This design comes from an exercise in tuning for small area and a short achievable clock period on the open sky130 flow, not from production work.
In this exercise RTL edits were held to simulation tests only and were not proved equivalent to the original.
The clock input has no modelled driver; a real chip could not lean on it and would need a root buffer or a full tree.
No activity file was given, so power comes from the tool's default toggle rates.

== 11-03 ==
## mac5
module mac5 #(parameter WIDTH=32)
   (input logic [(WIDTH/2)-1:0] a,
    input logic [(WIDTH/2)-1:0] b,
    input logic               clk, reset,
    output logic [WIDTH-1:0]  out);
   logic [15:0] ra;
   logic [7:0] bneg, bone, btwo;
   logic rb15;
   wire [16:0] bx = {b, 1'b0};
   logic f;
   logic q2_0_0;
   logic q2_1_0;
   logic q2_2_0;
   logic q2_3_0;
   logic q2_3_1;
   logic q2_3_2;
   logic q2_4_0;
   logic q2_4_1;
   logic q2_5_0;
   logic q2_5_1;
   logic q2_6_0;
   logic q2_6_1;
   logic q2_7_0;
   logic q2_7_1;
   logic q2_8_0;
   logic q2_8_1;
   logic q2_9_0;
   logic q2_9_1;
   logic q2_10_0;
   logic q2_10_1;
   logic q2_11_0;
   logic q2_11_1;
   logic q2_11_2;
   logic q2_11_3;
   logic q2_12_0;
   logic q2_12_1;
   logic q2_12_2;
   logic q2_13_0;
   logic q2_13_1;
   logic q2_13_2;
   logic q2_14_0;
   logic q2_14_1;
   logic q2_14_2;
   logic q2_15_0;
   logic q2_15_1;
   logic q2_15_2;
   logic q2_16_0;
   logic q2_16_1;
   logic q2_16_2;
   logic q2_16_3;
   logic q2_17_0;
   logic q2_17_1;
   logic q2_17_2;
   logic q2_17_3;
   logic q2_18_0;
   logic q2_18_1;
   logic q2_18_2;
   logic q2_18_3;
   logic q2_19_0;
   logic q2_19_1;
   logic q2_19_2;
   logic q2_19_3;
   logic q2_20_0;
   logic q2_20_1;
   logic q2_20_2;
   logic q2_20_3;
   logic q2_21_0;
   logic q2_21_1;
   logic q2_21_2;
   logic q2_21_3;
   logic q2_22_0;
   logic q2_22_1;
   logic q2_23_0;
   logic q2_23_1;
   logic q2_23_2;
   logic q2_24_0;
   logic q2_24_1;
   logic q2_24_2;
   logic q2_25_0;
   logic q2_25_1;
   logic q2_25_2;
   logic q2_26_0;
   logic q2_26_1;
   logic q2_26_2;
   logic q2_27_0;
   logic q2_27_1;
   logic q2_27_2;
   logic q2_28_0;
   logic q2_29_0;
   logic q2_29_1;
   logic q2_30_0;
   logic q2_30_1;
   logic q2_31_0;
   logic q2_31_1;
   wire p1 = ~(((bone[0] & ra[0])) ^ bneg[0]);
   wire p2 = ~(((bone[0] & ra[1]) | (btwo[0] & ra[0])) ^ bneg[0]);
   wire p3 = ~(((bone[0] & ra[2]) | (btwo[0] & ra[1])) ^ bneg[0]);
   wire p4 = ~(((bone[0] & ra[3]) | (btwo[0] & ra[2])) ^ bneg[0]);
  ...
Size: ~980 cells after synthesis, about 210 flip-flops, about 66 I/O pins, ~11000 um2 of cells after synthesis.
Settings: LEC_CHECK=0, ABC_CLOCK_PERIOD_IN_PS=1000, CAP_MARGIN=20, CORE_MARGIN=2, CORE_UTILIZATION=40, SETUP_SLACK_MARGIN=4.5, SLEW_MARGIN=20, SYNTH_HIERARCHICAL=1, SYNTH_MINIMUM_KEEP_SIZE=0; clock period 7.0 ns.
standard.sh (not shown) runs the stock make flow with config.mk's settings and CLKGATE_MAP_FILE= SYNTH_SCRIPT=/design/flow/synth_recipe.tcl, a recipe that flattens the netlist after the stock synthesis.
==> flow/flow/run.sh <==
#!/bin/bash
# Standard layout, with port buffers of a plain buffer cell, sizing not held to
# the cells' footprints, and a clock tree without dummy loads.
bash standard.sh MATCH_CELL_FOOTPRINT=0 \
  BUFFER_PORTS_ARGS="-buffer_cell sky130_fd_sc_hd__buf_1" \
  CTS_ARGS="-sink_clustering_enable -repair_clock_nets -dont_use_dummy_load -sink_clustering_size 30 -sink_clustering_max_diameter 60" \
  finish > standard.log 2>&1
The following lists how 01-12 was set up differently from 11-03:
==> flow/flow/run.sh <==
#!/bin/bash
# Standard layout (bash standard.sh) with: port buffers of a plain buffer cell,
# sizing not held to the cells' footprints, a clock tree without dummy loads,
# and the clock tree's middle level removed after CTS (flatten_clock.tcl).
# Each tool's output goes to its own log here and under orfs/logs.
set -e
ARGS=(MATCH_CELL_FOOTPRINT=0
  BUFFER_PORTS_ARGS="-buffer_cell sky130_fd_sc_hd__buf_1"
  CTS_ARGS="-sink_clustering_enable -repair_clock_nets -dont_use_dummy_load -sink_clustering_size 30 -sink_clustering_max_diameter 60")
bash standard.sh "${ARGS[@]}" cts > standard_cts.log 2>&1
CTS_DB=$PWD/orfs/results/sky130hd/mac5/base/4_cts.odb openroad -no_init -exit flow/flatten_clock.tcl > flatten_clock.log 2>&1
bash standard.sh "${ARGS[@]}" finish > standard.log 2>&1
==> flow/flow/flatten_clock.tcl (new file) <==
# Removes the middle level of the clock tree that CTS built (the buffers the
# root clock buffer drives), so the root drives the leaf buffers directly.
# Every register keeps the same number of buffers (two) on its clock path.
set db_file $::env(CTS_DB)
read_db $db_file
set block [ord::get_db_block]
set clk_net [$block findNet clk]
set roots {}
foreach it [$clk_net getITerms] { lappend roots [$it getInst] }
foreach root $roots {
  set rout [[$root findITerm X] getNet]
  set mids {}
  foreach it [$rout getITerms] {
    if {[$it isInputSignal] || [[$it getMTerm] getName] eq "A"} {
      set inst [$it getInst]
      if {$inst ne $root && [string match "*clkbuf*" [[$inst getMaster] getName]]} { lappend mids $inst }
    }
  }
  puts "root [$root getName] drives [llength $mids] buffers"
  foreach m $mids {
    set mout [[$m findITerm X] getNet]
    set sinks {}
    foreach it [$mout getITerms] { if {[$it getInst] ne $m} { lappend sinks $it } }
    puts "  removing [$m getName] ([llength $sinks] sinks)"
    foreach it $sinks { $it disconnect; $it connect $rout }
    [$m findITerm A] disconnect
    [$m findITerm X] disconnect
    odb::dbInst_destroy $m
    odb::dbNet_destroy $mout
  }
}
write_db $db_file
Results
Final design area excluding fillers in 01-12 is 0.43% lower than in 11-03. Taking 11-03 as the reference, in 01-12 met1 demand-to-capacity share in global routing shows an increase of 0.18 points, share of power burned in the clock network -1.2 points, share of the cycle needed by the critical path after routing now smaller, maximum clock frequency has increased. 01-12 vs 11-03 — final routed wirelength across all metal layers dropped about 0.8%. 01-12 leaves more setup margin than 11-03. Core utilization in 01-12 is 0.19 points lower than in 11-03. Sequential share of power ended up 0.6 points higher on 01-12 than on 11-03.

[what the ideal ports hide]
The results above use ideal ports. As a check the final layouts listed here were re-extracted and re-timed, cells and wires unchanged.
Step 1 assumes that a clkbuf_16 drives the clock port and a buf_2 every other input.
Step 2 adds t to the input delays and takes it off the output delays; t is the mean of the earliest and latest rising clock arrival at the registers after step 1. Input paths then give back, and output paths get back, about the clock's delay inside the block.
Three values: ideal ports, drivers, drivers and shift; two values: the first two.
| run | t, ns | slack for setup (ns) | clock arrival spread, ns | slew at the worst register clock pin (ns) | pins driven straight from the clock port |
|---|---|---|---|---|---|
| 11-03 | 0.520 | 4.531 / 4.485 / 4.588 | 0.053 / 0.053 | 0.10 / 0.10 | 1 |
| 01-12 | 0.484 | 4.571 / 4.525 / 4.593 | 0.053 / 0.053 | 0.10 / 0.10 | 1 |
After both steps setup and hold are still met in every run listed.
